Background: an optimization exercise with open tools, aiming at small area. Do not read the settings as production practice.
Function was checked by simulation only, so behaviour that the tests miss may differ from the original.

==> flow/design.v (excerpt) <==
module calc_mvd_cost (
    input                       ap_clk,
    input                       ap_rst,
    input                       ap_start,
    input                       ap_ce,
    output logic                ap_done,
    output logic                ap_ready,
    output logic                ap_idle,
    input        [31:0]         x,
    input        [31:0]         y,
    input        [31:0]         mv_shift,
    input        [15:0]         mv_cand_0,
    input        [15:0]         mv_cand_1,
    input        [15:0]         mv_cand_2,
    input        [15:0]         mv_cand_3,
    output logic [63:0]         bitcost,
    output logic                bitcost_ap_vld,
    input        [63:0]         lambda_sqrt_integer_int64,
    input        [63:0]         lambda_sqrt_decimal_int64,
    output logic [63:0]         mvd_cost_int64,
    output logic                mvd_cost_int64_ap_vld
);
    logic        shift_big;
    assign shift_big = |mv_shift[31:5];
    function automatic logic [17:0] shift_axis(input logic [31:0] v, input logic [4:0] s,
                                               input logic big);
        logic [31:0] u;
        logic [15:0] lo;
        logic        f0, f1;
        u  = v << s[3:0];
  ...
export LEC_CHECK = 0
export CAP_MARGIN = 20
export CORE_MARGIN = 2
export CORE_UTILIZATION = 40
export GPL_TIMING_DRIVEN = 0
export SLEW_MARGIN = 20
create_clock -name core_clock -period 9.0 [get_ports {ap_clk}]
standard.sh (not shown) runs the stock make flow with config.mk's settings and CLKGATE_MAP_FILE= SYNTH_SCRIPT=/design/flow/synth_recipe.tcl, a recipe that flattens the netlist after the stock synthesis.
==> flow/flow/run.sh <==
#!/bin/bash
set -euo pipefail
work=$(pwd)
mkdir -p custom
# ORFS's synth.tcl, with the ABC script swapped after the preamble sets it
sed 's|^source \$::env(SCRIPTS_DIR)/synth_preamble.tcl$|&\nset abc_args [lreplace $abc_args 1 1 '"$work"'/flow/abc_area_timing.script]|' \
    "$FLOW_HOME/scripts/synth.tcl" > custom/synth.tcl
grep -q abc_area_timing custom/synth.tcl
sed 's|^source \$::env(SCRIPTS_DIR)/synth.tcl$|source '"$work"'/custom/synth.tcl|' synth_recipe.tcl > custom/synth_recipe.tcl
grep -q custom/synth.tcl custom/synth_recipe.tcl
bash standard.sh SYNTH_SCRIPT="$work/custom/synth_recipe.tcl" SYNTH_ARGS=-noabc SYNTH_INSBUF=0 \
    "BUFFER_PORTS_ARGS=-buffer_cell sky130_fd_sc_hd__buf_1" finish > standard_flow.log 2>&1
==> flow/flow/abc_area_timing.script <==
&get -n
&st
&dch
&nf -R 1000
&put
buffer -c
topo
stime -c
upsize -c
dnsize -c
==> next run, changes <==
--- a/flow/flow/run.sh
+++ b/flow/flow/run.sh
@@ -10,3 +10,3 @@
 grep -q custom/synth.tcl custom/synth_recipe.tcl
-bash standard.sh SYNTH_SCRIPT="$work/custom/synth_recipe.tcl" SYNTH_ARGS=-noabc SYNTH_INSBUF=0 \
+bash standard.sh SYNTH_SCRIPT="$work/custom/synth_recipe.tcl" SYNTH_ARGS=-noabc \
     "BUFFER_PORTS_ARGS=-buffer_cell sky130_fd_sc_hd__buf_1" finish > standard_flow.log 2>&1
CAP_MARGIN = 5   (was 20)
CTS_CLUSTER_DIAMETER = 100   (was unset)
CTS_CLUSTER_SIZE = 24   (was unset)
GPL_TIMING_DRIVEN = unset   (was 0)
SLEW_MARGIN = 5   (was 20)
What happened: Worst setup slack is better by 0.15 ns; routed wire length fell by a few percent; design area fell by a few percent; synthesized cell count rose by a few percent; via count fell by a few percent; non-clock buffer count fell by 43; area after synthesis rose by a few percent; fmax rose slightly; clock-buffer cell count fell by 15.
==> next run, changes <==
==> flow/flow/abc_area_timing.script (replaced) <==
&get -n
&st
&dch
&nf -R 1000
&st
&dch
&nf -R 1000
&put
buffer -c
topo
stime -c
upsize -c
dnsize -c
CAP_MARGIN = 20   (was 5)
CORE_UTILIZATION = 50   (was 40)
PLACE_DENSITY = 0.7   (was unset)
SLEW_MARGIN = 20   (was 5)
The changed run finished with timing, DRC and antenna clean.
Worst setup slack got worse by 0.055 ns.
First-iteration DRC count falls by 20%.
Cell area falls by 0.77%.
Cell count falls by 4.5%.
Worst hold slack got worse by 0.028 ns.
Sequential share of layout area rises by 0.24 points.
Clock skew rises by 0.0078 ns.
Routed wire length falls by 5.6%.
Area after synthesis is about the same.
Via count stays flat.
Sequential cell count stays the same.

[port drivers added, routing unchanged]
The flow's constraints put no driver on any port. The routed layouts listed below were extracted and timed again, unchanged, in two steps. Step 1, drivers: a clkbuf_16 drives ap_clk and a buf_2 each remaining input, both assumed. Step 2 times the ports against the registers' clock, not the clock port: input delays grow and output delays shrink by t, the midpoint of the rising clock arrivals with the driver on. a / b / c = ideal ports / drivers / drivers and shift; a / b = the first two.
| run | t (ns) | slack for setup (ns) | hold WS [ns] | worst setup path at the end |
|---|---|---|---|---|
| the first run | 0.591 | 0.433 / 0.433 / -0.051 | 0.408 / 0.408 / 0.408 | input to register |
| the second run | 0.589 | 0.585 / 0.625 / 0.037 | 0.421 / 0.421 / 0.421 | input to register |
| the third run | 0.587 | 0.531 / 0.571 / -0.015 | 0.393 / 0.393 / 0.393 | input to register |
With both steps, setup timing fails in the first run and the third run, where it was met with ideal ports. The setup slack of the second run, which loses most, moves by +0.040 ns with the drivers and by -0.548 ns with both steps.
